What follows belongs to an exercise in optimizing a design on an open flow for small area, a short achievable clock period and few clock cycles; a production flow would make more cautious choices.
At most, simulation tests tie the RTL to the original design; equivalence was not proved.
The RTL of runs 1, 2, 4 and 5 was laid out without a check of its function.
Power is estimated from default activity; no workload was simulated.

==> design/flow/design.v <==
module ALU_add #(
    parameter W = 32,
    parameter L = 24
) (
    input  wire [W-1:0] x,
    input  wire [W-1:0] y,
    input  wire         ci,
    output wire [W-1:0] s,
    output wire         co
);
  wire [L:0] cl;
  wire [W:L] c0, c1;
  wire [W-1:L] s0, s1;
  assign cl[0] = ci;
  genvar i;
  generate
    for (i = 0; i < L; i = i + 1) begin : g_lo
      assign s[i] = x[i] ^ y[i] ^ cl[i];
      assign cl[i+1] = (x[i] & y[i]) | (x[i] & cl[i]) | (y[i] & cl[i]);
    end
    assign c0[L] = 1'b0;
    assign c1[L] = 1'b1;
    for (i = L; i < W; i = i + 1) begin : g_hi
      assign s0[i] = x[i] ^ y[i] ^ c0[i];
      assign c0[i+1] = (x[i] & y[i]) | (x[i] & c0[i]) | (y[i] & c0[i]);
      assign s1[i] = x[i] ^ y[i] ^ c1[i];
      assign c1[i+1] = (x[i] & y[i]) | (x[i] & c1[i]) | (y[i] & c1[i]);
    end
  endgenerate
  assign s[W-1:L] = cl[L] ? s1 : s0;
  assign co = cl[L] ? c1[W] : c0[W];
endmodule
module ALU_bitlen (
    input  wire [31:0] x,
    output reg  [ 5:0] n
);
  integer i;
  always @(*) begin
    n = 6'd0;
    for (i = 0; i < 32; i = i + 1) if (x[i]) n = i + 1;
  end
endmodule
module alu_unit (
    input  wire        clk,
    input  wire        rst,
    input  wire        in_valid,
    output wire        in_ready,
    input  wire [ 4:0] in_op,
    input  wire [31:0] in_a,
    input  wire [31:0] in_b,
    output reg         out_valid,
    output reg  [31:0] out_result,
    output reg         out_exc
);
  reg        rdy;    
  reg        busy;   
  reg        v1;
  reg [ 4:0] op1;
  reg [31:0] a1;
  reg [31:0] b1;
  reg        first;  
  reg [ 4:0] cnt;    
  reg        bprev;  
  assign in_ready = rdy;
  wire acc     = in_valid & ~busy;
  wire in_long = (in_op[4:1] == 4'b0111);   
  wire o_add  = (op1 == 5'b00000);
  wire o_sub  = (op1 == 5'b00001);
  wire o_slt  = (op1 == 5'b00010);
  wire o_sltu = (op1 == 5'b00011);
  wire o_sll  = (op1 == 5'b01000);
  wire o_srl  = (op1 == 5'b01001);
  wire o_sra  = (op1 == 5'b01010);
  wire o_mul  = (op1 == 5'b01110);
  wire o_div  = (op1 == 5'b01111);
  wire o_sh   = o_sll | o_srl | o_sra;
  wire [5:0] la, lb;
  ALU_bitlen u_la (.x(a1), .n(la));
  ALU_bitlen u_lb (.x(b1), .n(lb));
  wire       b_zero   = (lb == 6'd0);
  wire [6:0] ldiff    = {1'b0, la} - {1'b0, lb};
  wire       div_triv = b_zero | ldiff[6];   
  wire [4:0] d        = ldiff[4:0];          
  wire        sh_b    = o_div | o_mul;   
  wire        sh_left = o_sll | (o_div & first);
  wire [31:0] sh_in = sh_b ? b1 : a1;
  wire [31:0] sh_hi = sh_left ? {1'b0, sh_in[31:1]} : {32{o_sra & a1[31]}};
  wire [31:0] sh_lo = sh_left ? {sh_in[0], 31'b0} : sh_in;
  wire [ 4:0] sh_amt = o_mul ? 5'd4 : o_div ? (first ? ~d : 5'd1) : (o_sll ? ~b1[4:0] : b1[4:0]);
  wire [62:0] f0 = {sh_hi[30:0], sh_lo};
  wire [46:0] f1 = sh_amt[4] ? f0[62:16] : f0[46:0];
  wire [38:0] f2 = sh_amt[3] ? f1[46:8] : f1[38:0];
  wire [34:0] f3 = sh_amt[2] ? f2[38:4] : f2[34:0];
  wire [32:0] f4 = sh_amt[1] ? f3[34:2] : f3[32:0];
  wire [31:0] sh_res = sh_amt[0] ? f4[32:1] : f4[31:0];
  wire o_and  = (op1 == 5'b00100);
  wire o_nor  = (op1 == 5'b00101);
  wire o_or   = (op1 == 5'b00110);
  wire o_xor  = (op1 == 5'b00111);
  wire o_lui  = (op1 == 5'b01011);
  wire o_andn = (op1 == 5'b01100);
  wire o_orn  = (op1 == 5'b01101);
  wire arith_sub = o_sub | o_slt | o_sltu | o_div;
  wire inv_b  = arith_sub | o_nor | o_andn | o_orn;   
  wire neg_a  = o_nor;                                 
  wire zero_a = o_lui;                                 
  wire ones_q = o_or | o_orn;                          
  wire sel_c  = o_and | o_nor | o_andn | o_or | o_orn;
  function [32:0] booth_row;   
    input [31:0] a;
    input [2:0] bits;
    input ones;   
    reg one, two, neg;
    begin
      one = bits[1] ^ bits[0];
      two = (bits == 3'b100) | (bits == 3'b011);
      neg = bits[2] & ~(bits[1] & bits[0]) | (bits == 3'b000) & ones;
      booth_row = {neg, ({32{one}} & a | {32{two}} & {a[30:0], 1'b0}) ^ {32{neg}}};
    end
  endfunction
  wire [ 2:0] r0b = o_mul ? {b1[1:0], bprev & ~first}
                          : (zero_a ? 3'b000 : (neg_a ? 3'b101 : 3'b010));
  wire [ 2:0] r1b = o_mul ? b1[3:1] : 3'b000;
  wire [32:0] r0 = booth_row(a1, r0b, 1'b0);
  wire [32:0] r1 = booth_row(a1, r1b, ones_q);
  wire        n0 = r0[32];
  wire        n1 = r1[32];
  wire [31:0] m_acc = o_mul ? (first ? 32'b0 : out_result) : (b1 ^ {32{inv_b}});
  wire [31:0] m_p = r0[31:0];
  wire [31:0] m_q = {r1[29:0], n1, n1};   
  wire [31:0] csa_s = m_acc ^ m_p ^ m_q;
  wire [31:0] csa_c = (m_acc & m_p) | (m_acc & m_q) | (m_p & m_q);
  wire        mul_last = ((b1[31:4] == 28'b0) & ~b1[3]) | (a1[27:0] == 28'b0);
  wire        mul_next_last = ((b1[31:8] == 24'b0) & ~b1[7]) | (a1[23:0] == 24'b0);
  wire [31:0] sum;
  wire        acout;
  ALU_add #(.W(32), .L(16)) u_add (.x(csa_s), .y({csa_c[30:0], n1}), .ci(o_mul ? n0 : arith_sub),
                                   .s(sum), .co(acout));
  wire        cout = acout | csa_c[31];   
  wire ovf  = (a1[31] ~^ m_acc[31]) & (a1[31] ^ sum[31]);
  wire slt  = (a1[31] & ~b1[31]) | ((a1[31] ~^ b1[31]) & sum[31]);
  wire sltu = ~cout;
  wire q    = cout;   
  wire [31:0] quo = {out_result[30:0], q};
  wire sel_sum = o_add | o_sub | o_mul | o_lui;
  wire sel_b0  = o_slt | o_sltu;
  wire [31:0] lg_res = ({32{sel_c}} & csa_c) | ({32{o_xor}} & csa_s);
  wire [31:0] res_ops = ({32{sel_sum}} & sum) | ({32{o_sh}} & sh_res) | lg_res
                      | {31'b0, sel_b0 & (o_slt ? slt : sltu)};
  wire exc_ops = (o_add | o_sub) & ovf;
  wire mul_go = v1 & o_mul;
  wire div_go = v1 & o_div;
  always @(posedge clk) begin
    if (~busy) begin
      op1 <= in_op;
      a1  <= in_a;
      b1  <= in_b;
    end else begin
      if (o_mul) a1 <= {a1[27:0], 4'b0};
      else if (~first & q) a1 <= sum;   
      b1 <= sh_res;   
    end
    first <= ~busy;
    bprev <= b1[3];
    cnt   <= first ? d : cnt - 5'd1;
    if (div_go)
      out_result <= first ? 32'b0 : quo;
    else
      out_result <= res_ops;
    out_exc <= div_go ? first & b_zero : exc_ops;
  end
  always @(posedge clk) begin
    if (rst) begin
      rdy       <= 1'b1;
      busy      <= 1'b0;
      v1        <= 1'b0;
      out_valid <= 1'b0;
    end else begin
      out_valid <= 1'b0;
      v1        <= 1'b0;
      if (mul_go) begin
        if (mul_last) begin
          out_valid <= 1'b1;
          rdy       <= 1'b1;
      busy      <= 1'b0;
        end else begin
          v1 <= 1'b1;
          if (mul_next_last) begin
            rdy  <= 1'b1;
            busy <= 1'b0;
          end
        end
      end else if (div_go) begin
        if (first ? div_triv : cnt == 5'd0) begin
          out_valid <= 1'b1;
          rdy       <= 1'b1;
      busy      <= 1'b0;
        end else begin
          v1 <= 1'b1;
          if (first ? d == 5'd0 : cnt == 5'd1) begin
            rdy  <= 1'b1;
            busy <= 1'b0;
          end
        end
      end else begin
        out_valid <= v1;
      end
      if (acc) begin
        v1  <= 1'b1;
        rdy  <= ~in_long;
        busy <= in_long;
      end
    end
  end
endmodule
==> design/flow/flow/run.sh <==
#!/bin/bash
set -e
export BUFFER_PORTS_ARGS="-buffer_cell sky130_fd_sc_hd__buf_1"
cp standard.sh standard.sh.copy.txt
bash standard.sh > standard.log 2>&1
==> design/flow/standard.sh <==
#!/bin/bash
# synth_recipe.tcl (not shown) runs the flow's synth.tcl, then flattens the netlist and writes it again
# the make line also repeats each setting of config.mk as NAME=value (left out here)
make -C /OpenROAD-flow-scripts/flow DESIGN_CONFIG=/design/flow/config.mk WORK_HOME=/design/flow/orfs CLKGATE_MAP_FILE= SYNTH_SCRIPT=/design/flow/synth_recipe.tcl "${@:-finish}"
==> design/flow/config.mk <==
export PLATFORM = sky130hd
export DESIGN_NAME = alu_unit
export DESIGN_NICKNAME = alu_unit
export VERILOG_FILES = /design/flow/design.v
export SDC_FILE = /design/flow/constraint.sdc
export NUM_CORES = 4
export LEC_CHECK = 0
export ABC_AREA = 1
export CAP_MARGIN = 20
export CORE_MARGIN = 2
export CORE_UTILIZATION = 40
export PLACE_DENSITY = 0.6
export SLEW_MARGIN = 20
==> design/flow/constraint.sdc <==
create_clock -name core_clock -period 64.0 [get_ports {clk}]
set_input_delay 12.8000 -clock core_clock [delete_from_list [all_inputs] [get_ports {clk}]]
set_output_delay 12.8000 -clock core_clock [all_outputs]
set_load 0.01 [all_outputs]
==> metrics.yaml, run 1 <==
outcome:
  run_status: "timing/DRC/antenna clean"
drt:
  detail_route.iter0.violations: 1308
  drtPass1Iterations: 5
  avgRoutedWirePerCell_um: 21.8
  avgViaCountPerCell: 5.70
  drt_wl_total_mm: 50.7
  drcViolationCount: 0
  via_count: 13300
  drtAntennaViolNets: 0
yosys:
  mean_cell_area_of_the_mapped_netlist_um2: 6.61
  yosysWarnings: 2
  synth_area_mm2: 0.0124
  syn_inst: 1880
  ys_ff_latch: 113
  synth_async_sr_flop_share_pct: 0
  netlist-cell-type-count: 58
  seq_area_frac_synth_pct: 21.2
  synthesis.nets: 2030
  yosys_most_used_dff: "sky130_fd_sc_hd__dfxtp_1"
  synth-edff-count: 37
clocking:
  postCtsHoldBufs: 0
  root_buffer: "sky130_fd_sc_hd__clkbuf_16"
  maximum_number_of_buffers_from_clock_root_to_sink: 2
  clock-sinks: 113
  cts_tree: "yes"
  number_of_levels_the_h_tree_was_split_into: 4
  clkLatencyLatePin_ps: 450
  tritoncts.num_buffers: 17
  post_cts.repair.setup_buffers: 0
  cts.clk_slew.worst_paths_ps: 60
  ctsResizeCount: 0
placement:
  detailed_place_hpwl_mm: 38.9
  port_buffers: 106
  detailed_place.area_mm2: 0.0131
  pre_cts_slack_ps: 49360
  globalplace.congestion: 0.987
worst_setup_path:
  reg2reg_to: "a1[14]"
  critPathSlowestCell: "sky130_fd_sc_hd__fa_1"
  critical_path_peak_fanout: 65
  worst_r2r_path_depth: 69
  critPathKind: "reg -> reg"
  worst-path-buf-inv: 12
  timing.critical_path.to_type: "register"
  setup.worst_path.start: "op1[1]"
  critical_path_cell_count: 69
  timing.critical_path.to: "a1[14]"
  worst_path_largest_cell_delay_ps: 610
  worst_r2r_startpoint: "op1[1]"
  path_common_cell: "sky130_fd_sc_hd__fa_1"
  arrival_ps: 14760
  reg2reg_slack_ps: 49370
  startpoint_type: "register"
  timing.critical_path.required_ps: 64130
  critical_path.top_delay_family: "adder cells"
global_route:
  grtUsageMet3_pct: 6.51
  busiest_layer: "met2"
  grt_util_met1_pct: 40.8
  grt_start_max_net_pins: 86
  global_route_wire_length_before_repair_mm: 76.0
  globalRoute.totalOverflow: 0
  grt_pass1_vias: 12500
  globalRouteTotalUtil_pct: 30.8
  met2_layer_usage_reported_by_global_route_pct: 47.3
  antenna_violations_before_repair: 0
sta:
  finalCritPeriodShare_pct: 22.9
  slew_headroom_pct: 27.1
  final.setup_skew_ps: 14.7
  final.setup.worst_slack_ps: 49370
  finalSetupTns_ps: 0
  min_period_ps: 14630
  worst_pin_slew_ps: 1090
  max_freq_mhz: 68.4
  maxSlewViolCount: 0
  finalHoldViolCount: 0
  setup_repair_after_global_routing_missed_its_margin: "no"
  setup-violations-final: 0
power_and_ir_drop:
  power.static_leakage_uw: 0.00607
  power_dens_cells_mw_per_mm2: 26.4
  worst_ir_drop_vdd_uv: 20.6
die:
  die_h_um: 180
  placementRows: 64
  initial_core_util_pct: 40.6
  fp.coreArea_mm2: 0.0306
  floorplan.die_area_mm2: 0.0325
  ioPinCount: 107
  die-width_um: 180
final_layout:
  n_fill_cell: 3312
  design_area_mm2: 0.0137
  final_layout_size_suffix_gt1_share_pct: 5.81
  finish.net_count: 2066
  area_growth_pct: 9.96
  antennaDiodeCount: 0
min_path:
  hold_path.class: "reg -> reg"
run:
  max_cap_viol_count: 0
[cell usage in the layout, fill, tap and decap left out, drive strengths merged, types with 3 or more instances in the layout]
cell / Yosys / layout
o2111ai: 22 / 22
o211ai: 23 / 23
xor2: 114 / 114
clkbuf: 67 / 17
a22oi: 23 / 23
o21bai: 3 / 3
nor3: 11 / 11
mux2i: 28 / 28
ha: 30 / 30
fa: 48 / 48
nor4: 6 / 6
buf: 46 / 130
o21ai: 288 / 288
nand2: 505 / 505
a21oi: 51 / 51
a221oi: 4 / 4
edfxtp: 37 / 37
xnor2: 4 / 4
nand4: 8 / 8
or2: 5 / 5
dfxtp: 76 / 76
clkinv: 1 / 4
nand3: 63 / 63
o311ai: 3 / 3
inv: 215 / 224
a211oi: 3 / 3
o22ai: 72 / 72
nor2: 103 / 103
a31oi: 7 / 7
[layout make-up]
| cell class | count | area (µm²) | share of cell area [%] |
|---|---|---|---|
| Sequential cell | 113 | 2630 | 19.3 |
| Inverter | 216 | 812 | 5.94 |
| Tap cell | 396 | 495 | 3.62 |
| Clock buffer | 17 | 425 | 3.11 |
| Multi-Input combinational cell | 1438 | 8560 | 62.6 |
| Clock inverter | 15 | 169 | 1.24 |
| Timing Repair Buffer | 130 | 578 | 4.23 |
[stage by stage]
stage / hold WS (ps) / total power [µW] / instances / utilization, %
2_1_floorplan: 376 / 207 / 1880 / -
3_3_place_gp: 425 / 258 / 2293 / 42.8
3_5_place_dp: 437 / 258 / 2293 / 42.8
4_1_cts: 449 / 359 / 2325 / 44.7
5_1_grt: 469 / 384 / 2325 / 44.7
6_report: 460 / 360 / 2325 / 44.7
[cells in the mapped netlist (all sizes together), types with 4 or more instances]
cell / count / area [µm²]
xnor2: 4 / 35.0
o22ai: 72 / 457
inv: 215 / 807
a221oi: 4 / 41.3
a22oi: 23 / 173
buf: 46 / 234
a31oi: 7 / 43.8
ha: 30 / 375
o21ai: 288 / 1470
nand4: 8 / 50.1
edfxtp: 37 / 1110
nor3: 11 / 66.3
nand3: 63 / 320
clkbuf: 67 / 255
mux2i: 28 / 280
o2111ai: 22 / 193
nor4: 6 / 37.5
o211ai: 23 / 178
xor2: 114 / 998
nor2: 103 / 404
nand2: 505 / 1940
fa: 48 / 961
dfxtp: 76 / 1520
or2: 5 / 31.3
a21oi: 51 / 267
[registers in the layout (all words and copies together) (netlist names)]
name        flops
cnt             5
out_exc         1
bprev           1
out_valid       1
first           1
busy            1
v1              1
b1             32
rdy             1
out_result     32
a1             32
op1             5
[logic make-up after synthesis]
group           share of synthesized area [%]
compound gates                           23.8
xor+xnor                                 8.31
fa+ha+maj                                10.7
buf+inv                                  10.5
flops                                    21.2
mux                                      2.25
simple gates                             23.2
[worst min-delay path by stage]
| stage | slack [ps] | start | cells after the start | endpoint |
|---|---|---|---|---|
| 6_report | 460 | b1[3] | 0 | bprev |
| 3_5_place_dp | 440 | b1[3] | 0 | bprev |
| 4_1_cts | 450 | b1[3] | 0 | bprev |
| 2_1_floorplan | 380 | b1[3] | 0 | bprev |
| 5_1_grt | 470 | b1[3] | 0 | bprev |
| 3_3_place_gp | 430 | b1[3] | 0 | bprev |
[report_power, final]
group | total [µW] | switching [µW] | internal (µW) | leakage (µW)
combinational | 167 | 110 | 56.8 | 0.00475
clock | 100 | 41.6 | 58.4 | 0.000293
sequential | 93.3 | 9.67 | 83.6 | 0.00102
[metal layers]
| metal | vias to the layer above | wire length [µm] |
|---|---|---|
| met5 | - | 0 |
| met4 | 0 | 2620 |
| met3 | 107 | 4050 |
| met2 | 610 | 22400 |
| met1 | 6204 | 21600 |
| li1 | 6341 | - |
==> run 2, diff against run 1 <==
--- a/design/flow/config.mk
+++ b/design/flow/config.mk
@@ -11,2 +11,5 @@
 export CORE_UTILIZATION = 40
+export CTS_BUF_LIST = sky130_fd_sc_hd__clkbuf_8
+export CTS_CLUSTER_DIAMETER = 100
+export CTS_CLUSTER_SIZE = 40
 export PLACE_DENSITY = 0.6
==> run 2 against run 1 <==
Still clean; via count is 0.40% higher; hold slack better by 1.3 ps; clock power is 26% lower; clock skew is 6.2 ps higher; cell area is 1.4% lower; routed wire length is 0.10% lower; sequential cell count stayed put; global-route usage is 0.062 points lower; largest power group unchanged.
==> metrics.yaml, run 2 <==
drt:
  detail_route.iter0.violations: 1280  # -2.1%
  met1Wirelength_mm: 22.0  # +1.8%
  wl_met3_mm: 3.65  # -9.8%
  drtAntennaViolNets: 0  # unchanged
  avgViaCountPerCell: 5.73  # +0.40%
  routed.top_layer: "met5"
  drtPass1Iterations: 6  # +1
  met2_wirelength_mm: 23.0  # +2.6%
  avgRoutedWirePerCell_um: 21.8  # -0.10%
  via_count: 13300  # +0.40%
  drcViolationCount: 0  # unchanged
  drt_wl_total_mm: 50.6  # -0.10%
clocking:
  maximum_number_of_buffers_from_clock_root_to_sink: 2  # unchanged
  cts_tree: "yes"
  tritoncts.num_buffers: 17  # unchanged
  post_cts.repair.setup_buffers: 0  # unchanged
  number_of_levels_the_h_tree_was_split_into: 4  # unchanged
  ctsResizeCount: 0  # unchanged
  postCtsHoldBufs: 0  # unchanged
  root_buffer: "sky130_fd_sc_hd__clkbuf_8"
  cts.clk_slew.worst_paths_ps: 80  # +20 ps
  clock-sinks: 113  # unchanged
  clkLatencyLatePin_ps: 510  # +60 ps
yosys:
  synth_simple_gate_area_share_pct: 23.2  # unchanged
  mux_share_of_post_synthesis_cell_area_pct: 2.25  # unchanged
  synth_compound_area_share_pct: 23.8  # unchanged
  synthMostInstantiatedCell: "sky130_fd_sc_hd__nand2_1"
  share_of_yosys_cell_area_claimed_by_the_top_area_cell_type_pct: 14.8  # unchanged
  ys_ff_latch: 113  # unchanged
  syn_inst: 1880  # unchanged
  synth_async_sr_flop_share_pct: 0  # unchanged
  yosysWarnings: 2  # unchanged
  synth_area_mm2: 0.0124  # unchanged
  synth_top_cell_by_area: "sky130_fd_sc_hd__nand2_1"
  synth-edff-count: 37  # unchanged
  xor_xnor_cell_area_share_of_the_yosys_netlist_pct: 8.31  # unchanged
  yosys_most_used_dff: "sky130_fd_sc_hd__dfxtp_1"
  seq_area_frac_synth_pct: 21.2  # unchanged
  synth_fa_ha_area_share_pct: 10.7  # unchanged
  yosys-top-cells-area: "sky130_fd_sc_hd__nand2_1 (15%), sky130_fd_sc_hd__dfxtp_1 (12%), sky130_fd_sc_hd__edfxtp_1 (8.9%), sky130_fd_sc_hd__o21ai_0 (8.7%), sky130_fd_sc_hd__xor2_1 (8.0%)"
  synth_top_family_by_area: "compound AO/OA/AOI/OAI gates"
  mean_cell_area_of_the_mapped_netlist_um2: 6.61  # unchanged
  synthesis.nets: 2030  # unchanged
  netlist-cell-type-count: 58  # unchanged
  synth.top_cells.by_count: "sky130_fd_sc_hd__nand2_1 (489), sky130_fd_sc_hd__o21ai_0 (217), sky130_fd_sc_hd__inv_1 (205)"
final_layout:
  antennaDiodeCount: 0  # unchanged
  area_growth_pct: 8.42
  reg_top3: "a1 (32), b1 (32), out_result (32)"
  n_fill_cell: 3348  # +1.1%
  multi_input_comb_area_mm2: 0.00856  # unchanged
  finish.net_count: 2066  # unchanged
  final_cell_count_no_fill: 2325  # unchanged
  design_area_mm2: 0.0135  # -1.4%
  final_layout_size_suffix_gt1_share_pct: 5.81  # unchanged
  seqCellArea_mm2: 0.00263  # unchanged
  layout_commonest_cell: "sky130_fd_sc_hd__nand2_1"
  layout.cells.most_common_list: "sky130_fd_sc_hd__nand2_1 (488), sky130_fd_sc_hd__o21ai_0 (217), sky130_fd_sc_hd__inv_1 (204), sky130_fd_sc_hd__xor2_1 (114), sky130_fd_sc_hd__buf_1 (106)"
sta:
  max_freq_mhz: 68.4  # about the same
  final.setup_skew_ps: 21.0  # +6.24 ps
  worst_pin_slew_ps: 1170  # +87.1 ps
  min_period_ps: 14630  # +2.20 ps
  maxSlewViolCount: 0  # unchanged
  setup_repair_after_global_routing_missed_its_margin: "no"
  finalSetupTns_ps: 0  # unchanged
  finalHoldViolCount: 0  # unchanged
  slew_headroom_pct: 21.2  # -5.9 points
  setup-violations-final: 0  # unchanged
  finalCritPeriodShare_pct: 22.9  # about the same
run:
  max_cap_viol_count: 0  # unchanged
outcome:
  run_status: "timing/DRC/antenna clean"
worst_setup_path:
  timing.critical_path.to_type: "register"
  arrival_ps: 14820  # +60 ps
  critPathSlowestCell: "sky130_fd_sc_hd__fa_1"
  critPathKind: "reg -> reg"
  worst_r2r_startpoint: "op1[1]"
  timing.critical_path.required_ps: 64190  # +60 ps
  critical_path_peak_fanout: 65  # unchanged
  critical_path.top_delay_family: "adder cells"
  path_common_cell: "sky130_fd_sc_hd__fa_1"
  worst_path_largest_cell_delay_ps: 610  # about the same
  worst-path-buf-inv: 12  # unchanged
  setup.worst_path.start: "op1[1]"
  startpoint_type: "register"
die:
  fp.coreArea_mm2: 0.0306  # unchanged
  die-width_um: 180  # unchanged
  ioPinCount: 107  # unchanged
  die_h_um: 180  # unchanged
  floorplan.die_area_mm2: 0.0325  # unchanged
  placementRows: 64  # unchanged
  initial_core_util_pct: 40.6  # unchanged
power_and_ir_drop:
  power.net_switching_uw: 159  # -1.6%
  power_dens_cells_mw_per_mm2: 24.8  # -5.7%
  power.share.clock_pct: 22.2  # -5.5 points
  power.static_leakage_uw: 0.00598  # -1.4%
  pwr-share-comb_pct: 49.9  # +3.5 points
  p_int_uw: 176  # -11%
  total_power_uw: 335  # -7.1%
  net_switching_share_of_the_total_power_pct: 47.5  # +2.6 points
  seq_power_share_pct: 27.8  # +1.9 points
  worst_ir_drop_vdd_uv: 13.8  # -33%
placement:
  detailed_place_hpwl_mm: 38.9  # unchanged
  port_buffers: 106  # unchanged
  globalplace.congestion: 0.987  # unchanged
  detailed_place.area_mm2: 0.0131  # unchanged
  place.detailed.instances: 2293  # unchanged
min_path:
  hold_path.startpoint: "b1[3]"
  hold_path.class: "reg -> reg"
global_route:
  grt_pass1_vias: 12400  # -0.13%
  globalRoute.totalOverflow: 0  # unchanged
  globalRouteTotalUtil_pct: 30.7  # -0.062 points
  antenna_violations_before_repair: 1  # +1
  global_route_wire_length_before_repair_mm: 76.2  # +0.27%
  grt_start_max_net_pins: 86  # unchanged
==> run 2: final timing paths <==
kind	to	slack [ps]	cells after the start
hold reg to reg	bprev	460	0
hold / removal	bprev	460	0
setup reg to reg	a1[14]	49370	69
setup / recovery	a1[14]	49370	69
==> run 2: through the flow <==
stage / util [%] / setup WS (ps) / hold WS [ps]
after floorplan: - / 50280 / 376
after global placement: 42.8 / 49630 / 425
after CTS: 44.1 / 49380 / 449
final: 44.1 / 49370 / 462
after global routing: 44.1 / 48470 / 466
after detailed placement: 42.8 / 49360 / 437
==> run 2: power by group through the flow <==
stage               Combinational [µW]  Sequential [µW]  Clock, µW
CTS                                165             92.9       74.7
global route                       186             94.2       77.4
floorplan                          114             93.1          0
global placement                   164             94.4          0
finish                             167             93.2       74.5
detailed placement                 164             94.4          0
==> run 2: metal layers <==
metal | track usage (%) | up-vias
met5 | 0 | -
met4 | 11.5 | 2
met3 | 5.44 | 92
met2 | 49.2 | 581
met1 | 41.3 | 6306
li1 | - | 6334
==> run 2: final cells by class <==
class / instances / area share (%)
Sequential cell: 113 / 19.5
Multi-Input combinational cell: 1438 / 63.5
Clock inverter: 15 / 1.25
Tap cell: 396 / 3.68
Timing Repair Buffer: 130 / 4.29
Clock buffer: 17 / 1.74
Inverter: 216 / 6.02
==> run 2: cell families after synthesis <==
kind of cell | count (synthesis)
AO/OA/AOI/OAI | 508
AND/OR/NAND/NOR | 706
XOR/XNOR | 118
buffers and inverters | 329
flip-flops | 113
adder cells (fa/ha/maj) | 78
multiplexers | 28
==> run 3, diff against run 2 <==
--- a/design/flow/design.v
+++ b/design/flow/design.v
@@ -73,4 +73,5 @@
   wire o_sra  = (op1 == 5'b01010);
-  wire o_mul  = (op1 == 5'b01110);
-  wire o_div  = (op1 == 5'b01111);
+  reg  c_mul, c_div, c_sub, c_invb, c_nega, c_zeroa, c_ones;
+  wire o_mul  = c_mul;
+  wire o_div  = c_div;
   wire o_sh   = o_sll | o_srl | o_sra;
@@ -102,7 +103,7 @@
   wire o_orn  = (op1 == 5'b01101);
-  wire arith_sub = o_sub | o_slt | o_sltu | o_div;
-  wire inv_b  = arith_sub | o_nor | o_andn | o_orn;   
-  wire neg_a  = o_nor;                                 
-  wire zero_a = o_lui;                                 
-  wire ones_q = o_or | o_orn;                          
+  wire arith_sub = c_sub;     
+  wire inv_b  = c_invb;       
+  wire neg_a  = c_nega;       
+  wire zero_a = c_zeroa;      
+  wire ones_q = c_ones;       
   wire sel_c  = o_and | o_nor | o_andn | o_or | o_orn;
@@ -154,3 +155,11 @@
     if (~busy) begin
-      op1 <= in_op;
+      op1     <= in_op;
+      c_mul   <= (in_op == 5'b01110);
+      c_div   <= (in_op == 5'b01111);
+      c_sub   <= (in_op == 5'b00001) | (in_op == 5'b00010) | (in_op == 5'b00011) | (in_op == 5'b01111);
+      c_invb  <= (in_op == 5'b00001) | (in_op == 5'b00010) | (in_op == 5'b00011) | (in_op == 5'b01111)
+               | (in_op == 5'b00101) | (in_op == 5'b01100) | (in_op == 5'b01101);
+      c_nega  <= (in_op == 5'b00101);
+      c_zeroa <= (in_op == 5'b01011);
+      c_ones  <= (in_op == 5'b00110) | (in_op == 5'b01101);
       a1  <= in_a;
==> run 3 against run 2 <==
Still clean on timing, DRC and antenna; combinational power up 16%; first-iteration DRC count increased by 37%; fmax rose by 5.1%; sequential power grew 12%; register-to-register slack improved by 1400 ps; routed wire length increased by 0.44%; sequential cell count increased by 7; cell area up 2.4%; highest routed layer is now met4.
==> metrics.yaml, run 3 <==
outcome:
  run_status: "timing/DRC/antenna clean"
final_layout:
  design_area_mm2: 0.0138  # +2.4%
  finish.net_count: 2115  # +2.4%
  seqCellArea_mm2: 0.00284  # +8.0%
  layout_commonest_cell: "sky130_fd_sc_hd__nand2_1"
  layout.cells.most_common_list: "sky130_fd_sc_hd__nand2_1 (471), sky130_fd_sc_hd__o21ai_0 (259), sky130_fd_sc_hd__inv_1 (234), sky130_fd_sc_hd__a21oi_1 (117), sky130_fd_sc_hd__buf_1 (106)"
  antennaDiodeCount: 0  # unchanged
  multi_input_comb_area_mm2: 0.00845  # -1.3%
  area_growth_pct: 9.01
  final_layout_size_suffix_gt1_share_pct: 5.75  # -0.051 points
  n_fill_cell: 3424  # +2.3%
  reg_top3: "a1 (32), b1 (32), out_result (32)"
sta:
  min_period_ps: 13920  # -711 ps
  setup_repair_after_global_routing_missed_its_margin: "no"
  final.setup.worst_slack_ps: 50080  # +711 ps
  maxSlewViolCount: 0  # unchanged
  max_freq_mhz: 71.9  # +5.1%
  finalSetupTns_ps: 0  # unchanged
  setup-violations-final: 0  # unchanged
  finalHoldViolCount: 0  # unchanged
  finalCritPeriodShare_pct: 21.7  # -1.1 points
  worst_pin_slew_ps: 1100  # -74.6 ps
  slew_headroom_pct: 26.2  # +5.0 points
  worst_hold_slack_ps: 480  # +18.8 ps
  final.setup_skew_ps: 18.4  # -2.57 ps
power_and_ir_drop:
  total_power_uw: 386  # +15%
  worst_ir_drop_vdd_uv: 15.0  # +8.3%
  power.static_leakage_uw: 0.00630  # +5.3%
  power_dens_cells_mw_per_mm2: 27.9  # +12%
die:
  die_h_um: 182  # +0.92%
  initial_core_util_pct: 40.4  # -0.29 points
  placementRows: 65  # +1.6%
  die-width_um: 182  # +0.92%
  fp.coreArea_mm2: 0.0314  # +2.6%
  floorplan.die_area_mm2: 0.0331  # +1.8%
  ioPinCount: 107  # unchanged
clocking:
  maximum_number_of_buffers_from_clock_root_to_sink: 2  # unchanged
  clkLatencyLatePin_ps: 490  # -20 ps
  tritoncts.num_buffers: 17  # unchanged
  postCtsHoldBufs: 0  # unchanged
  number_of_levels_the_h_tree_was_split_into: 4  # unchanged
  cts.clk_slew.worst_paths_ps: 90  # about the same
  ctsResizeCount: 0  # unchanged
  root_buffer: "sky130_fd_sc_hd__clkbuf_8"
  cts_tree: "yes"
  post_cts.repair.setup_buffers: 0  # unchanged
  clock-sinks: 120  # +6.2%
worst_setup_path:
  timing.critical_path.to_type: "output port"
  critPathSlowestCell: "sky130_fd_sc_hd__dfxtp_1"
  worst_path_largest_cell_delay_ps: 440  # -170 ps
  startpoint_type: "register"
  critPathKind: "reg -> out"
  worst_r2r_startpoint: "c_mul"
  crit_chain: "buf_1"
  reg2reg_slack_ps: 50810  # +1440 ps
  worst-path-buf-inv: 1  # -11
  reg2reg_to: "a1[9]"
  worst_r2r_path_depth: 66  # -4.3%
  timing.critical_path.required_ps: 51200  # -12,990 ps
  setup.worst_path.start: "out_result[0]"
  arrival_ps: 1120  # -13,700 ps
  critical_path_peak_fanout: 3  # -95%
  critical_path.top_delay_family: "flip-flops"
drt:
  drcViolationCount: 0  # unchanged
  drtPass1Iterations: 6  # unchanged
  detail_route.iter0.violations: 1750  # +37%
  avgRoutedWirePerCell_um: 21.3  # -2.0%
  via_count: 14000  # +5.4%
  drtAntennaViolNets: 0  # unchanged
  avgViaCountPerCell: 5.89  # +2.8%
  drt_wl_total_mm: 50.9  # +0.44%
placement:
  detailed_place.area_mm2: 0.0133  # +1.8%
  globalplace.congestion: 0.973  # -1.4%
  pre_cts_slack_ps: 50090  # +730 ps
  detailed_place_hpwl_mm: 38.3  # -1.7%
  port_buffers: 106  # unchanged
yosys:
  synth-edff-count: 44  # +19%
  synth_area_mm2: 0.0127  # +1.9%
  synth_async_sr_flop_share_pct: 0  # unchanged
  synth_top_cell_by_area: "sky130_fd_sc_hd__nand2_1"
  ys_ff_latch: 120  # +6.2%
  syn_inst: 1936  # +3.0%
  share_of_yosys_cell_area_claimed_by_the_top_area_cell_type_pct: 14.0  # -0.78 points
  yosysWarnings: 2  # unchanged
  synth.top_cells.by_count: "sky130_fd_sc_hd__nand2_1 (472), sky130_fd_sc_hd__o21ai_0 (260), sky130_fd_sc_hd__inv_1 (235)"
  mean_cell_area_of_the_mapped_netlist_um2: 6.54  # -1.1%
  synthesis.nets: 2083  # +2.6%
  yosys-top-cells-area: "sky130_fd_sc_hd__nand2_1 (14%), sky130_fd_sc_hd__dfxtp_1 (12%), sky130_fd_sc_hd__edfxtp_1 (10%), sky130_fd_sc_hd__o21ai_0 (10%), sky130_fd_sc_hd__fa_1 (7.6%)"
  seq_area_frac_synth_pct: 22.4  # +1.3 points
  netlist-cell-type-count: 48  # -17%
  synthMostInstantiatedCell: "sky130_fd_sc_hd__nand2_1"
  yosys_most_used_dff: "sky130_fd_sc_hd__dfxtp_1"
global_route:
  grt_pass1_vias: 13200  # +6.1%
  global_route_wire_length_before_repair_mm: 77.2  # +1.3%
  globalRouteTotalUtil_pct: 30.4  # -0.27 points
  grt_start_max_net_pins: 80  # -7.0%
  globalRoute.totalOverflow: 0  # unchanged
  antenna_violations_before_repair: 0  # -1
min_path:
  whs_endpoint: "cnt[0]"
  hold_path.startpoint: "cnt[0]"
  min_delay_path_depth: 1  # +1
  hold_path.class: "reg -> reg"
run:
  max_cap_viol_count: 0  # unchanged
## run 3: cell count changes in the layout (fill, tap and decap cells not counted), sizes merged, moves of 11 or more
cell	change
a21oi	+67
mux2i	-11
a32oi	+23
o2111ai	-22
a31oi	+15
nor2	-11
inv	+19
xnor2	+16
o211ai	-15
a22oi	-22
xor2	-39
a211oi	+13
o22ai	+15
## run 3: worst max path at each step
stage	depth (start not counted)	endpoint	slack, ps
after floorplan	7	c_invb	50440
after global placement	8	c_invb	50080
after detailed placement	8	c_invb	50090
after CTS	1	out_result[0]	50060
after global routing	1	out_result[20]	50050
final	1	out_result[0]	50080
## run 3: metal layers
| metal | up-vias | GRT usage, % | routed length, µm |
|---|---|---|---|
| li1 | 6554 | - | - |
| met4 | 0 | 11.2 | 1630 |
| met1 | 6607 | 43.4 | 22200 |
| met2 | 769 | 46.3 | 22000 |
| met3 | 106 | 5.05 | 4990 |
| met5 | - | 0 | 0 |
## run 3: layout make-up
class / instances / area share [%]
Sequential cell: 120 / 20.6
Inverter: 244 / 6.65
Multi-Input combinational cell: 1452 / 61.2
Clock inverter: 14 / 1.78
Timing Repair Buffer: 133 / 4.35
Clock buffer: 18 / 1.79
Tap cell: 402 / 3.64
## run 3: report_power, final
part | switching (µW) | total [µW] | leakage, µW | internal, µW
logic | 126 | 193 | 0.00494 | 67.0
clock network | 37.7 | 89.3 | 0.000243 | 51.6
registers | 13.7 | 104 | 0.00111 | 89.9
## run 3: worst reg2reg max path, delay by kind of cell, from the launching register on
kind            cells  cell delay, ps
fa+ha+maj          17            7000
compound gates      6             700
flops               1             360
buf+inv            10            2210
xor+xnor            1             250
simple gates       32            2320
## run 3: metrics by stage
step,std cells,utilization (%)
finish,2383,44.0
global route,2383,44.0
CTS,2383,44.0
detailed placement,2351,42.4
global placement,2351,42.4
floorplan,1936,-
## run 3: logic make-up after synthesis
logic type               after synthesis  share of synthesized area, %
AO/OA/AOI/OAI                        580                          26.1
XOR/XNOR                              95                          6.57
adder cells (fa/ha/maj)               75                          10.3
multiplexers                          17                          1.34
flip-flops                           120                          22.4
AND/OR/NAND/NOR                      685                          22.2
buffers and inverters                364                          11.2
Testbench counts of run 3, summed over its fixed seeds: cycles 39,421.
==> run 4, diff against run 3 <==
--- a/design/flow/design.v
+++ b/design/flow/design.v
@@ -84,3 +84,4 @@
   wire [4:0] d        = ldiff[4:0];          
-  wire        sh_b    = o_div | o_mul;   
+  wire        mul_swap = v1 & o_mul & first & ldiff[6] & (ldiff[5:2] != 4'b1111);
+  wire        sh_b    = o_div | (o_mul & ~mul_swap);   
   wire        sh_left = o_sll | (o_div & first);
@@ -89,3 +90,3 @@
   wire [31:0] sh_lo = sh_left ? {sh_in[0], 31'b0} : sh_in;
-  wire [ 4:0] sh_amt = o_mul ? 5'd4 : o_div ? (first ? ~d : 5'd1) : (o_sll ? ~b1[4:0] : b1[4:0]);
+  wire [ 4:0] sh_amt = o_mul ? (mul_swap ? 5'd0 : 5'd4) : o_div ? (first ? ~d : 5'd1) : (o_sll ? ~b1[4:0] : b1[4:0]);
   wire [62:0] f0 = {sh_hi[30:0], sh_lo};
@@ -167,3 +168,3 @@
     end else begin
-      if (o_mul) a1 <= {a1[27:0], 4'b0};
+      if (o_mul) a1 <= mul_swap ? b1 : {a1[27:0], 4'b0};
       else if (~first & q) a1 <= sum;   
@@ -171,3 +172,3 @@
     end
-    first <= ~busy;
+    first <= ~busy | mul_swap;
     bprev <= b1[3];
@@ -189,3 +190,5 @@
       v1        <= 1'b0;
-      if (mul_go) begin
+      if (mul_swap) begin
+        v1 <= 1'b1;
+      end else if (mul_go) begin
         if (mul_last) begin
==> run 4 against run 3 <==
Clock-buffer cell count is 2 higher; final cell count is 0.38% higher; clock power is 18% lower; critical endpoint is now a1[2]; largest power group unchanged.
==> metrics.yaml, run 4 <==
outcome:
  run_status: "timing/DRC/antenna clean"
power_and_ir_drop:
  total_power_uw: 370  # -4.1%
  power.share.clock_pct: 19.8  # -3.3 points
  pwr-share-comb_pct: 52.4  # +2.4 points
  seq_power_share_pct: 27.8  # +0.9 points
  net_switching_share_of_the_total_power_pct: 47.2  # +1.2 points
  worst_ir_drop_vdd_uv: 17.6  # +18%
  power.static_leakage_uw: 0.00601  # -4.5%
  power.net_switching_uw: 175  # -1.5%
  p_int_uw: 196  # -6.2%
  power_dens_cells_mw_per_mm2: 26.8  # -4.1%
worst_setup_path:
  critPathKind: "reg -> reg"
  reg2reg_to: "a1[2]"
  arrival_ps: 14200  # +13,080 ps
  worst_r2r_startpoint: "c_mul"
  worst_path_largest_cell_delay_ps: 810  # +370 ps
  startpoint_type: "register"
  critical_path_cell_count: 55  # +54
  worst_r2r_path_depth: 55  # -17%
  path_common_cell: "sky130_fd_sc_hd__nand2_1"
  timing.critical_path.required_ps: 64120  # +12,920 ps
  reg2reg_slack_ps: 49920  # -890 ps
  worst-path-buf-inv: 7  # +6
  critPathSlowestCell: "sky130_fd_sc_hd__inv_1"
  timing.critical_path.to_type: "register"
  timing.critical_path.to: "a1[2]"
  critical_path.top_delay_family: "adder cells"
  critical_path_peak_fanout: 33  # +30
  setup.worst_path.start: "c_mul"
sta:
  slew_headroom_pct: 25.8  # -0.40 points
  finalHoldViolCount: 0  # unchanged
  finalCritPeriodShare_pct: 22.0  # +0.25 points
  maxSlewViolCount: 0  # unchanged
  finalSetupTns_ps: 0  # unchanged
  setup_repair_after_global_routing_missed_its_margin: "no"
  final.setup_skew_ps: 25.3  # +6.89 ps
  worst_pin_slew_ps: 1110  # +13.2 ps
  setup-violations-final: 0  # unchanged
  min_period_ps: 14080  # +160 ps
  max_freq_mhz: 71.0  # -1.1%
  final.setup.worst_slack_ps: 49920  # -160 ps
clocking:
  ctsResizeCount: 0  # unchanged
  cts_tree: "yes"
  tritoncts.num_buffers: 17  # unchanged
  cts.clk_slew.worst_paths_ps: 80  # about the same
  post_cts.repair.setup_buffers: 0  # unchanged
  postCtsHoldBufs: 0  # unchanged
  clkLatencyLatePin_ps: 500  # about the same
  maximum_number_of_buffers_from_clock_root_to_sink: 2  # unchanged
  clock-sinks: 120  # unchanged
  number_of_levels_the_h_tree_was_split_into: 4  # unchanged
  root_buffer: "sky130_fd_sc_hd__clkbuf_8"
die:
  die_h_um: 183  # +0.46%
  initial_core_util_pct: 40.5  # +0.17 points
  fp.coreArea_mm2: 0.0316  # +0.52%
  die-width_um: 183  # +0.46%
  ioPinCount: 107  # unchanged
  placementRows: 65  # unchanged
  floorplan.die_area_mm2: 0.0334  # +0.92%
drt:
  avgViaCountPerCell: 5.95  # +1.1%
  drtPass1Iterations: 6  # unchanged
  drtAntennaViolNets: 0  # unchanged
  detail_route.iter0.violations: 1640  # -6.3%
  drt_wl_total_mm: 53.5  # +5.2%
  drcViolationCount: 0  # unchanged
  avgRoutedWirePerCell_um: 22.4  # +4.8%
  via_count: 14200  # +1.4%
final_layout:
  final_layout_size_suffix_gt1_share_pct: 5.68  # -0.076 points
  area_growth_pct: 8.03
  layout.cells.most_common_list: "sky130_fd_sc_hd__nand2_1 (561), sky130_fd_sc_hd__inv_1 (187), sky130_fd_sc_hd__o21ai_0 (123), sky130_fd_sc_hd__o21ai_1 (110), sky130_fd_sc_hd__buf_1 (106)"
  seqCellArea_mm2: 0.00284  # unchanged
  finish.utilization_pct: 43.8  # -0.21 points
  n_fill_cell: 3369  # -1.6%
  antennaDiodeCount: 0  # unchanged
  layout_commonest_cell: "sky130_fd_sc_hd__nand2_1"
  multi_input_comb_area_mm2: 0.00873  # +3.2%
  reg_top3: "a1 (32), b1 (32), out_result (32)"
  finish.net_count: 2124  # +0.43%
min_path:
  hold_path.class: "reg -> reg"
yosys:
  seq_area_frac_synth_pct: 22.2  # -0.21 points
  yosysWarnings: 2  # unchanged
  yosys-top-cells-area: "sky130_fd_sc_hd__nand2_1 (16%), sky130_fd_sc_hd__dfxtp_1 (12%), sky130_fd_sc_hd__edfxtp_1 (10%), sky130_fd_sc_hd__fa_1 (7.5%), sky130_fd_sc_hd__inv_1 (5.4%)"
  share_of_yosys_cell_area_claimed_by_the_top_area_cell_type_pct: 16.5  # +2.5 points
  synth_async_sr_flop_share_pct: 0  # unchanged
  mean_cell_area_of_the_mapped_netlist_um2: 6.58  # +0.52%
  synth-edff-count: 44  # unchanged
  synth_top_cell_by_area: "sky130_fd_sc_hd__nand2_1"
  synth_area_mm2: 0.0128  # +0.94%
  ys_ff_latch: 120  # unchanged
  synthMostInstantiatedCell: "sky130_fd_sc_hd__nand2_1"
  synthesis.nets: 2091  # +0.38%
  synth.top_cells.by_count: "sky130_fd_sc_hd__nand2_1 (562), sky130_fd_sc_hd__inv_1 (184), sky130_fd_sc_hd__o21ai_0 (124)"
  syn_inst: 1944  # +0.41%
  netlist-cell-type-count: 57  # +19%
  yosys_most_used_dff: "sky130_fd_sc_hd__dfxtp_1"
global_route:
  grt_pass1_vias: 13500  # +2.1%
  globalRoute.totalOverflow: 0  # unchanged
  grt_start_max_net_pins: 64  # -20%
  antenna_violations_before_repair: 0  # unchanged
  global_route_wire_length_before_repair_mm: 81.1  # +5.0%
  globalRouteTotalUtil_pct: 32.1  # +1.7 points
run:
  max_cap_viol_count: 0  # unchanged
placement:
  pre_cts_slack_ps: 50060  # -29.5 ps
  globalplace.congestion: 0.982  # +0.89%
  port_buffers: 106  # unchanged
  detailed_place_hpwl_mm: 39.6  # +3.3%
==> run 4: cell count changes after synthesis, sizes merged, moves of 6 or more <==
cell,change
inv,-49
o22ai,+6
nand2,+68
xor2,-15
nand3,+24
o21ai,-34
o311ai,+16
a21oi,-35
xnor2,+11
a211oi,-13
o221ai,+19
or2,+12
==> run 4: worst min path at each step <==
| stage | from | to | cells after the start |
|---|---|---|---|
| global placement | rdy | rdy | 2 |
| CTS | rdy | rdy | 2 |
| floorplan | b1[3] | bprev | 0 |
| global route | cnt[0] | cnt[0] | 1 |
| finish | rdy | rdy | 2 |
| detailed placement | rdy | rdy | 2 |
==> run 4: worst min-delay path, delay by kind of cell (launching register included) <==
family           cells  cell delay [ps]
AND/OR/NAND/NOR      2              120
flip-flops           1              330
==> run 4: routing by layer <==
metal / routed length, µm / track usage [%] / vias up
li1: - / - / 6670
met1: 22500 / 42.6 / 6609
met2: 22700 / 49.0 / 818
met3: 5050 / 6.63 / 140
met4: 3210 / 17.7 / 0
met5: 0 / 0 / -
==> run 4: cells by family after synthesis <==
| logic type | Yosys count | synth area share, % |
|---|---|---|
| AND/OR/NAND/NOR | 790 | 25.2 |
| AO/OA/AOI/OAI | 538 | 25.5 |
| buffers and inverters | 318 | 9.78 |
| flip-flops | 120 | 22.2 |
| XOR/XNOR | 91 | 6.23 |
| adder cells (fa/ha/maj) | 75 | 10.2 |
| multiplexers | 12 | 0.939 |
==> run 4: layout make-up <==
class                      instances  share of cell area [%]
sequential                       120                    20.6
timing repair buffer             135                    4.46
multi-input combinational       1506                    63.2
inverter                         197                    5.37
clock inverter                    12                   0.806
clock buffer                      20                    1.99
tap                              402                    3.64
==> run 4: stage by stage <==
step | area (µm²) | hold slack [ps] | std cells
after floorplan | 12800 | 410 | 1944
after global placement | 13400 | 459 | 2360
after detailed placement | 13400 | 464 | 2360
after CTS | 13800 | 482 | 2392
after global routing | 13800 | 515 | 2392
final | 13800 | 479 | 2392
==> run 4: power by group through the flow <==
stage | registers, µW | clock network [µW] | logic [µW]
6_report | 103 | 73.4 | 194
3_5_place_dp | 104 | 0 | 189
4_1_cts | 102 | 73.5 | 191
5_1_grt | 104 | 76.7 | 215
2_1_floorplan | 101 | 0 | 137
3_3_place_gp | 104 | 0 | 187
==> run 5, diff against run 4 <==
--- a/design/flow/design.v
+++ b/design/flow/design.v
@@ -122,3 +122,3 @@
   endfunction
-  wire [ 2:0] r0b = o_mul ? {b1[1:0], bprev & ~first}
+  wire [ 2:0] r0b = o_mul ? {b1[1:0], bprev}
                           : (zero_a ? 3'b000 : (neg_a ? 3'b101 : 3'b010));
@@ -173,3 +173,3 @@
     first <= ~busy | mul_swap;
-    bprev <= b1[3];
+    bprev <= ~busy | mul_swap ? 1'b0 : b1[3];   
     cnt   <= first ? d : cnt - 5'd1;
==> run 5 against run 4 <==
Combinational power grew about 10%; global-route usage grew 0.16 points; power rose by 6.4%; routed wire length up 1.8%; critical endpoint is now a1[8]; setup slack worse by 330 ps; sequential power is essentially flat; utilization up 0.20 points.
==> metrics.yaml, run 5 <==
outcome:
  run_status: "timing/DRC/antenna clean"
placement:
  detailed_place_hpwl_mm: 41.6  # +5.0%
  globalplace.congestion: 0.994  # +1.2%
  port_buffers: 106  # unchanged
yosys:
  synth_area_mm2: 0.0129  # +0.90%
  netlist-cell-type-count: 57  # unchanged
  yosys-top-cells-area: "sky130_fd_sc_hd__nand2_1 (16%), sky130_fd_sc_hd__dfxtp_1 (12%), sky130_fd_sc_hd__edfxtp_1 (10%), sky130_fd_sc_hd__fa_1 (7.4%), sky130_fd_sc_hd__xor2_1 (5.8%)"
  yosys_most_used_dff: "sky130_fd_sc_hd__dfxtp_1"
  synthesis.nets: 2105  # +0.67%
  synth.top_cells.by_count: "sky130_fd_sc_hd__nand2_1 (556), sky130_fd_sc_hd__inv_1 (185), sky130_fd_sc_hd__o21ai_0 (148)"
  share_of_yosys_cell_area_claimed_by_the_top_area_cell_type_pct: 16.2  # -0.32 points
  ys_ff_latch: 120  # unchanged
  seq_area_frac_synth_pct: 22.0  # -0.20 points
  yosysWarnings: 2  # unchanged
  synth_top_cell_by_area: "sky130_fd_sc_hd__nand2_1"
  mean_cell_area_of_the_mapped_netlist_um2: 6.59  # +0.18%
  synth-edff-count: 44  # unchanged
  synth_async_sr_flop_share_pct: 0  # unchanged
  syn_inst: 1958  # +0.72%
  synthMostInstantiatedCell: "sky130_fd_sc_hd__nand2_1"
sta:
  finalCritPeriodShare_pct: 22.5  # +0.51 points
  max_freq_mhz: 69.4  # -2.3%
  min_period_ps: 14410  # +329 ps
  slew_headroom_pct: 29.8  # +4.0 points
  setup_repair_after_global_routing_missed_its_margin: "no"
  finalSetupTns_ps: 0  # unchanged
  finalHoldViolCount: 0  # unchanged
  worst_pin_slew_ps: 1050  # -64.6 ps
  setup-violations-final: 0  # unchanged
  maxSlewViolCount: 0  # unchanged
  final.setup_skew_ps: 17.0  # -8.31 ps
worst_setup_path:
  critPathSlowestCell: "sky130_fd_sc_hd__or2_2"
  worst_r2r_path_depth: 54  # -1.8%
  critPathKind: "reg -> reg"
  path_common_cell: "sky130_fd_sc_hd__nand2_1"
  startpoint_type: "register"
  arrival_ps: 14580  # +380 ps
  timing.critical_path.to_type: "register"
  worst_path_largest_cell_delay_ps: 790  # -20 ps
  critical_path_peak_fanout: 32  # -3.0%
  reg2reg_slack_ps: 49590  # -330 ps
  timing.critical_path.required_ps: 64170  # +50 ps
clocking:
  clkLatencyLatePin_ps: 500  # about the same
  ctsResizeCount: 0  # unchanged
  cts.clk_slew.worst_paths_ps: 90  # about the same
  maximum_number_of_buffers_from_clock_root_to_sink: 2  # unchanged
  root_buffer: "sky130_fd_sc_hd__clkbuf_8"
  tritoncts.num_buffers: 17  # unchanged
  cts_tree: "yes"
  post_cts.repair.setup_buffers: 0  # unchanged
  clock-sinks: 120  # unchanged
  number_of_levels_the_h_tree_was_split_into: 4  # unchanged
  postCtsHoldBufs: 0  # unchanged
drt:
  avgViaCountPerCell: 5.93  # -0.44%
  drt_wl_total_mm: 54.4  # +1.8%
  drcViolationCount: 0  # unchanged
  drtPass1Iterations: 8  # +2
  via_count: 14200  # -0.028%
  drtAntennaViolNets: 0  # unchanged
  detail_route.iter0.violations: 1625  # -0.91%
  avgRoutedWirePerCell_um: 22.7  # +1.3%
final_layout:
  finish.utilization_pct: 44.0  # +0.20 points
  layout_commonest_cell: "sky130_fd_sc_hd__nand2_1"
  final_layout_size_suffix_gt1_share_pct: 5.25  # -0.43 points
  layout.cells.most_common_list: "sky130_fd_sc_hd__nand2_1 (556), sky130_fd_sc_hd__inv_1 (182), sky130_fd_sc_hd__o21ai_0 (147), sky130_fd_sc_hd__buf_1 (106), sky130_fd_sc_hd__o21ai_1 (102)"
  reg_top3: "a1 (32), b1 (32), out_result (32)"
  finish.net_count: 2134  # +0.47%
  antennaDiodeCount: 0  # unchanged
  area_growth_pct: 7.84
power_and_ir_drop:
  net_switching_share_of_the_total_power_pct: 47.8  # +0.65 points
  power.net_switching_uw: 188  # +7.9%
  worst_ir_drop_vdd_uv: 15.1  # -14%
  power_dens_cells_mw_per_mm2: 28.3  # +5.7%
  power.share.clock_pct: 19.9  # about the same
  seq_power_share_pct: 25.8  # -2.0 points
  p_int_uw: 206  # +5.1%
  pwr-share-comb_pct: 54.3  # +1.9 points
  power.static_leakage_uw: 0.00606  # +0.81%
global_route:
  globalRoute.totalOverflow: 0  # unchanged
  grt_start_max_net_pins: 74  # +16%
  global_route_wire_length_before_repair_mm: 81.6  # +0.70%
  globalRouteTotalUtil_pct: 32.3  # +0.16 points
  grt_pass1_vias: 13200  # -2.1%
  antenna_violations_before_repair: 0  # unchanged
die:
  die_h_um: 184  # +0.44%
  initial_core_util_pct: 40.8  # +0.26 points
  floorplan.die_area_mm2: 0.0337  # +0.88%
  die-width_um: 184  # +0.44%
  ioPinCount: 107  # unchanged
  fp.coreArea_mm2: 0.0316  # +0.26%
  placementRows: 65  # unchanged
min_path:
  hold_path.class: "reg -> reg"
  min_delay_path_depth: 1  # -1
run:
  max_cap_viol_count: 0  # unchanged
run 5: changes by cell type after synthesis, sizes merged, moves of 3 or more:
cell     before  now
a221oi        3    6
nor3         14   11
a22o          3    0
xor2         60   85
o21ai       247  255
a2bb2oi       0    3
o221ai       21   32
o22ai        93   76
a22oi         2   11
clkbuf       93   90
a32oi        25    2
run 5: area by class of cell:
type / instances / area [µm²]
Fill cell: 3376 / 17700
Multi-Input combinational cell: 1520 / 8820
Sequential cell: 120 / 2840
Inverter: 197 / 741
Timing Repair Buffer: 131 / 586
Tap cell: 402 / 503
Clock buffer: 17 / 234
Clock inverter: 15 / 189
run 5: metal layers:
metal  wire length, µm  track usage (%)  share of wire (%)
met1             23400             44.4                 43
met2             23500             49.2                 43
met3              4640             4.64                8.5
met4              2980             16.5                5.5
met5                 0                0                  0
run 5: power by group through the flow:
| stage | clock network (µW) | registers (µW) | logic, µW |
|---|---|---|---|
| 3_5_place_dp | 0 | 103 | 208 |
| 2_1_floorplan | 0 | 102 | 148 |
| 3_3_place_gp | 0 | 103 | 205 |
| 4_1_cts | 79.1 | 101 | 210 |
| 5_1_grt | 81.8 | 103 | 237 |
| 6_report | 78.5 | 102 | 214 |
run 5: final timing paths:
check          from  endpoint
max           c_mul     a1[8]
min          cnt[0]    cnt[0]
max reg2reg   c_mul     a1[8]
min reg2reg  cnt[0]    cnt[0]
run 5: stage by stage:
step | instances | power [µW] | instance area (µm²) | setup WS (ps) | hold slack (ps)
after CTS | 2402 | 390 | 13900 | 49720 | 484
final | 2402 | 394 | 13900 | 49590 | 483
after floorplan | 1958 | 250 | 12900 | 50510 | 440
after global placement | 2370 | 308 | 13500 | 49660 | 456
after detailed placement | 2370 | 311 | 13500 | 49630 | 473
after global routing | 2402 | 422 | 13900 | 48840 | 521
run 5: cell families (layout without fill, tap and decap cells):
kind of cell,after synthesis,after routing,synth area share (%)
flip-flops,120,120,22.0
XOR/XNOR,116,116,7.87
multiplexers,12,12,0.931
AND/OR/NAND/NOR,790,790,25.1
buffers and inverters,318,360,9.81
AO/OA/AOI/OAI,527,527,24.2
adder cells (fa/ha/maj),75,75,10.1
run 5: critical path, delay by kind of cell, from the launching register on:
family | cells | cell delay (ps)
AND/OR/NAND/NOR | 26 | 3600
AO/OA/AOI/OAI | 8 | 1230
XOR/XNOR | 1 | 260
buffers and inverters | 2 | 490
adder cells (fa/ha/maj) | 17 | 7740
flip-flops | 1 | 720
==> run 6, diff against run 5 <==
--- a/design/flow/design.v
+++ b/design/flow/design.v
@@ -62,3 +62,2 @@
   reg [ 4:0] cnt;    
-  reg        bprev;  
   assign in_ready = rdy;
@@ -73,3 +72,3 @@
   wire o_sra  = (op1 == 5'b01010);
-  reg  c_mul, c_div, c_sub, c_invb, c_nega, c_zeroa, c_ones;
+  reg  c_mul, c_div, c_sub, c_invb, c_ones;
   wire o_mul  = c_mul;
@@ -106,4 +105,2 @@
   wire inv_b  = c_invb;       
-  wire neg_a  = c_nega;       
-  wire zero_a = c_zeroa;      
   wire ones_q = c_ones;       
@@ -122,5 +119,3 @@
   endfunction
-  wire [ 2:0] r0b = o_mul ? {b1[1:0], bprev}
-                          : (zero_a ? 3'b000 : (neg_a ? 3'b101 : 3'b010));
-  wire [ 2:0] r1b = o_mul ? b1[3:1] : 3'b000;
+  reg  [ 2:0] r0b, r1b;
   wire [32:0] r0 = booth_row(a1, r0b, 1'b0);
@@ -162,4 +157,2 @@
                | (in_op == 5'b00101) | (in_op == 5'b01100) | (in_op == 5'b01101);
-      c_nega  <= (in_op == 5'b00101);
-      c_zeroa <= (in_op == 5'b01011);
       c_ones  <= (in_op == 5'b00110) | (in_op == 5'b01101);
@@ -167,3 +160,17 @@
       b1  <= in_b;
+      if (in_op == 5'b01110) begin
+        r0b <= {in_b[1:0], 1'b0};
+        r1b <= in_b[3:1];
+      end else begin
+        r0b <= (in_op == 5'b01011) ? 3'b000 : (in_op == 5'b00101) ? 3'b101 : 3'b010;
+        r1b <= 3'b000;
+      end
     end else begin
+      if (mul_swap) begin
+        r0b <= {a1[1:0], 1'b0};
+        r1b <= a1[3:1];
+      end else if (o_mul) begin
+        r0b <= b1[5:3];
+        r1b <= b1[7:5];
+      end
       if (o_mul) a1 <= mul_swap ? b1 : {a1[27:0], 4'b0};
@@ -173,3 +180,2 @@
     first <= ~busy | mul_swap;
-    bprev <= ~busy | mul_swap ? 1'b0 : b1[3];   
     cnt   <= first ? d : cnt - 5'd1;
--- a/design/flow/config.mk
+++ b/design/flow/config.mk
@@ -14,3 +14,3 @@
 export CTS_CLUSTER_SIZE = 40
-export PLACE_DENSITY = 0.6
+export PLACE_DENSITY = 0.72
 export SLEW_MARGIN = 20
==> run 6 against run 5 <==
Still clean; cell area is 2.1% higher; combinational power is 6% lower; first-iteration DRC count is 24% higher; hold slack better by 2.9 ps; register-to-register slack better by 870 ps; via count is 4.9% higher; non-clock buffer count is 4 higher; critical path depth is 53 lower; global-route usage is 0.75 points lower; power is 1.6% lower; clock skew hardly changed; final cell count is 2.7% higher; critical path type is now reg -> out; largest power group unchanged.
==> metrics.yaml, run 6 <==
outcome:
  run_status: "timing/DRC/antenna clean"
yosys:
  synth_fa_ha_area_share_pct: 10.2  # +0.16 points
  synth_area_mm2: 0.0131  # +1.3%
  yosysWarnings: 2  # unchanged
  synth-edff-count: 48  # +9.1%
  xor_xnor_cell_area_share_of_the_yosys_netlist_pct: 6.03  # -1.8 points
  synth_simple_gate_area_share_pct: 24.9  # -0.20 points
  synth_top_family_by_area: "compound AO/OA/AOI/OAI gates"
  syn_inst: 1977  # +0.97%
  synth_async_sr_flop_share_pct: 0  # unchanged
  yosys_most_used_dff: "sky130_fd_sc_hd__dfxtp_1"
  ys_ff_latch: 123  # +2.5%
  yosys-top-cells-area: "sky130_fd_sc_hd__nand2_1 (16%), sky130_fd_sc_hd__dfxtp_1 (11%), sky130_fd_sc_hd__edfxtp_1 (11%), sky130_fd_sc_hd__fa_1 (7.3%), sky130_fd_sc_hd__inv_1 (5.6%)"
  mux_share_of_post_synthesis_cell_area_pct: 1.07  # +0.14 points
  netlist-cell-type-count: 54  # -5.3%
  seq_area_frac_synth_pct: 22.5  # +0.48 points
  synthesis.nets: 2127  # +1.0%
  synth_top_cell_by_area: "sky130_fd_sc_hd__nand2_1"
  synth.top_cells.by_count: "sky130_fd_sc_hd__nand2_1 (560), sky130_fd_sc_hd__inv_1 (195), sky130_fd_sc_hd__o21ai_1 (133)"
  synth_compound_area_share_pct: 25.4  # +1.1 points
  synthMostInstantiatedCell: "sky130_fd_sc_hd__nand2_1"
  mean_cell_area_of_the_mapped_netlist_um2: 6.61  # +0.35%
  share_of_yosys_cell_area_claimed_by_the_top_area_cell_type_pct: 16.1  # -0.097 points
drt:
  drt_wl_total_mm: 53.9  # -1.0%
  avgRoutedWirePerCell_um: 21.9  # -3.6%
  detail_route.iter0.violations: 2023  # +24%
  avgViaCountPerCell: 6.05  # +2.1%
  drcViolationCount: 0  # unchanged
  drtAntennaViolNets: 0  # unchanged
  via_count: 14900  # +4.9%
  drtPass1Iterations: 6  # -2
clocking:
  cts_tree: "yes"
  cts.clk_slew.worst_paths_ps: 100  # about the same
  post_cts.repair.setup_buffers: 0  # unchanged
  tritoncts.num_buffers: 17  # unchanged
  ctsResizeCount: 0  # unchanged
  number_of_levels_the_h_tree_was_split_into: 4  # unchanged
  postCtsHoldBufs: 0  # unchanged
  maximum_number_of_buffers_from_clock_root_to_sink: 2  # unchanged
  root_buffer: "sky130_fd_sc_hd__clkbuf_8"
  clock-sinks: 123  # +2.5%
  clkLatencyLatePin_ps: 500  # about the same
placement:
  port_buffers: 106  # unchanged
  detailed_place_hpwl_mm: 39.6  # -4.7%
  globalplace.congestion: 1.00  # +0.71%
  detailed_place.area_mm2: 0.0138  # +2.1%
worst_setup_path:
  worst_path_largest_cell_delay_ps: 470  # -320 ps
  critPathKind: "reg -> out"
  timing.critical_path.required_ps: 51200  # -12,970 ps
  worst_r2r_path_depth: 54  # unchanged
  timing.critical_path.to_type: "output port"
  reg2reg_to: "a1[22]"
  arrival_ps: 1160  # -13,420 ps
  critical_path_peak_fanout: 3  # -91%
  critPathSlowestCell: "sky130_fd_sc_hd__dfxtp_1"
  crit_chain: "buf_1"
  critical_path.top_delay_family: "flip-flops"
  worst-path-buf-inv: 1  # -1
  worst_r2r_startpoint: "c_mul"
  reg2reg_slack_ps: 50460  # +870 ps
  startpoint_type: "register"
global_route:
  global_route_wire_length_before_repair_mm: 80.9  # -0.90%
  globalRoute.totalOverflow: 0  # unchanged
  grt_pass1_vias: 13900  # +5.2%
  grt_start_max_net_pins: 59  # -20%
  globalRouteTotalUtil_pct: 31.5  # -0.75 points
  antenna_violations_before_repair: 0  # unchanged
die:
  fp.coreArea_mm2: 0.0324  # +2.3%
  initial_core_util_pct: 40.4  # -0.40 points
  placementRows: 66  # +1.5%
  ioPinCount: 107  # unchanged
  floorplan.die_area_mm2: 0.0341  # +1.3%
  die-width_um: 185  # +0.65%
  die_h_um: 185  # +0.65%
sta:
  finalCritPeriodShare_pct: 21.8  # -0.70 points
  max_freq_mhz: 71.6  # +3.2%
  setup_repair_after_global_routing_missed_its_margin: "no"
  worst_pin_slew_ps: 969  # -77.9 ps
  setup-violations-final: 0  # unchanged
  maxSlewViolCount: 0  # unchanged
  finalSetupTns_ps: 0  # unchanged
  slew_headroom_pct: 35.4  # +5.6 points
  finalHoldViolCount: 0  # unchanged
  final.setup_skew_ps: 16.9  # -0.104 ps
  min_period_ps: 13960  # -448 ps
  worst_hold_slack_ps: 486  # +2.93 ps
power_and_ir_drop:
  power_dens_cells_mw_per_mm2: 27.3  # -3.7%
  power.static_leakage_uw: 0.00616  # +1.7%
  worst_ir_drop_vdd_uv: 15.8  # +4.7%
  total_power_uw: 387  # -1.6%
final_layout:
  finish.utilization_pct: 43.9  # -0.090 points
  multi_input_comb_area_mm2: 0.00887  # +0.57%
  final_layout_size_suffix_gt1_share_pct: 6.32  # +1.1 points
  finish.net_count: 2161  # +1.3%
  seqCellArea_mm2: 0.00294  # +3.5%
  reg_top3: "a1 (32), b1 (32), out_result (32)"
  design_area_mm2: 0.0142  # +2.1%
  antennaDiodeCount: 0  # unchanged
  layout.cells.most_common_list: "sky130_fd_sc_hd__nand2_1 (559), sky130_fd_sc_hd__inv_1 (195), sky130_fd_sc_hd__o21ai_1 (133), sky130_fd_sc_hd__buf_1 (106), sky130_fd_sc_hd__o22ai_1 (102)"
  n_fill_cell: 3487  # +3.3%
  area_growth_pct: 8.68
  layout_commonest_cell: "sky130_fd_sc_hd__nand2_1"
min_path:
  min_delay_path_depth: 2  # +1
  whs_endpoint: "out_result[21]"
  hold_path.startpoint: "out_result[20]"
  hold_path.class: "reg -> reg"
run:
  max_cap_viol_count: 0  # unchanged
## run 6: per-layer routing
| layer | track usage, % | share of wire [%] |
|---|---|---|
| met5 | 0 | 0 |
| met4 | 18.0 | 6.1 |
| met2 | 49.4 | 44 |
| met1 | 40.7 | 39 |
| met3 | 6.00 | 11 |
## run 6: layout make-up
type	count	area share [%]
flip-flops and latches	123	20.7
inverters	212	5.61
clock inverters	15	1.33
well taps	442	3.89
multi-input cells	1522	62.4
clock buffers	17	1.65
repair buffers	135	4.38
## run 6: through the flow
step	worst slack (ps)	instances
after floorplan	50350	1977
after global placement	50110	2433
after detailed placement	50100	2433
after CTS	50050	2465
after global routing	49830	2466
final	50040	2466
## run 6: cell families after synthesis
group,Yosys count
buffers and inverters,332
XOR/XNOR,90
adder cells (fa/ha/maj),78
AND/OR/NAND/NOR,800
flip-flops,123
multiplexers,14
AO/OA/AOI/OAI,540
## run 6: worst max path at each step
stage                        start              to  cells after the start
global route                 c_mul          a1[21]                     54
finish              out_result[12]  out_result[12]                      1
floorplan                 in_op[0]          c_invb                      4
CTS                 out_result[13]  out_result[13]                      1
detailed placement        in_op[1]          r0b[1]                      6
global placement          in_op[2]          r0b[1]                      8
## run 6: report_power, final
part	switching [µW]	internal, µW
registers	13.3	92.4
clock network	40.2	39.2
logic	131	71.8
total	184	203
Testbench counts of run 6, summed over its fixed seeds: cycles 37,641.

what the ideal ports hide:
How much do the figures lean on ideal ports? The routed layouts below were timed once more, with nothing changed but the port constraints. Step 1, drivers: a clkbuf_16 drives clk and a buf_2 each remaining input, both assumed. Step 2 adds t to the input delays and takes it off the output delays; t is the mean of the earliest and latest rising clock arrival at the registers after step 1. Input paths then give back, and output paths get back, about the clock's delay inside the block. Three values: ideal, step 1, step 2; two values: the first two.
run | t (ns) | setup slack, ns | worst register clock-pin slew, ns | cell pins on the clock port's net
run 1 | 0.499 | 49.374 / 49.374 / 49.374 | 0.07 / 0.07 | 1
run 2 | 0.548 | 49.372 / 49.372 / 49.372 | 0.09 / 0.09 | 1
run 3 | 0.530 | 50.082 / 50.035 / 50.059 | 0.09 / 0.09 | 1
run 4 | 0.538 | 49.922 / 49.922 / 49.922 | 0.09 / 0.09 | 1
run 5 | 0.532 | 49.593 / 49.593 / 49.477 | 0.09 / 0.09 | 1
run 6 | 0.530 | 50.041 / 50.000 / 50.080 | 0.10 / 0.10 | 1
After both steps setup and hold are still met in every run listed. For run 5, which loses most, drivers alone change the setup slack by 0.000 ns; drivers and shift together by -0.116 ns.
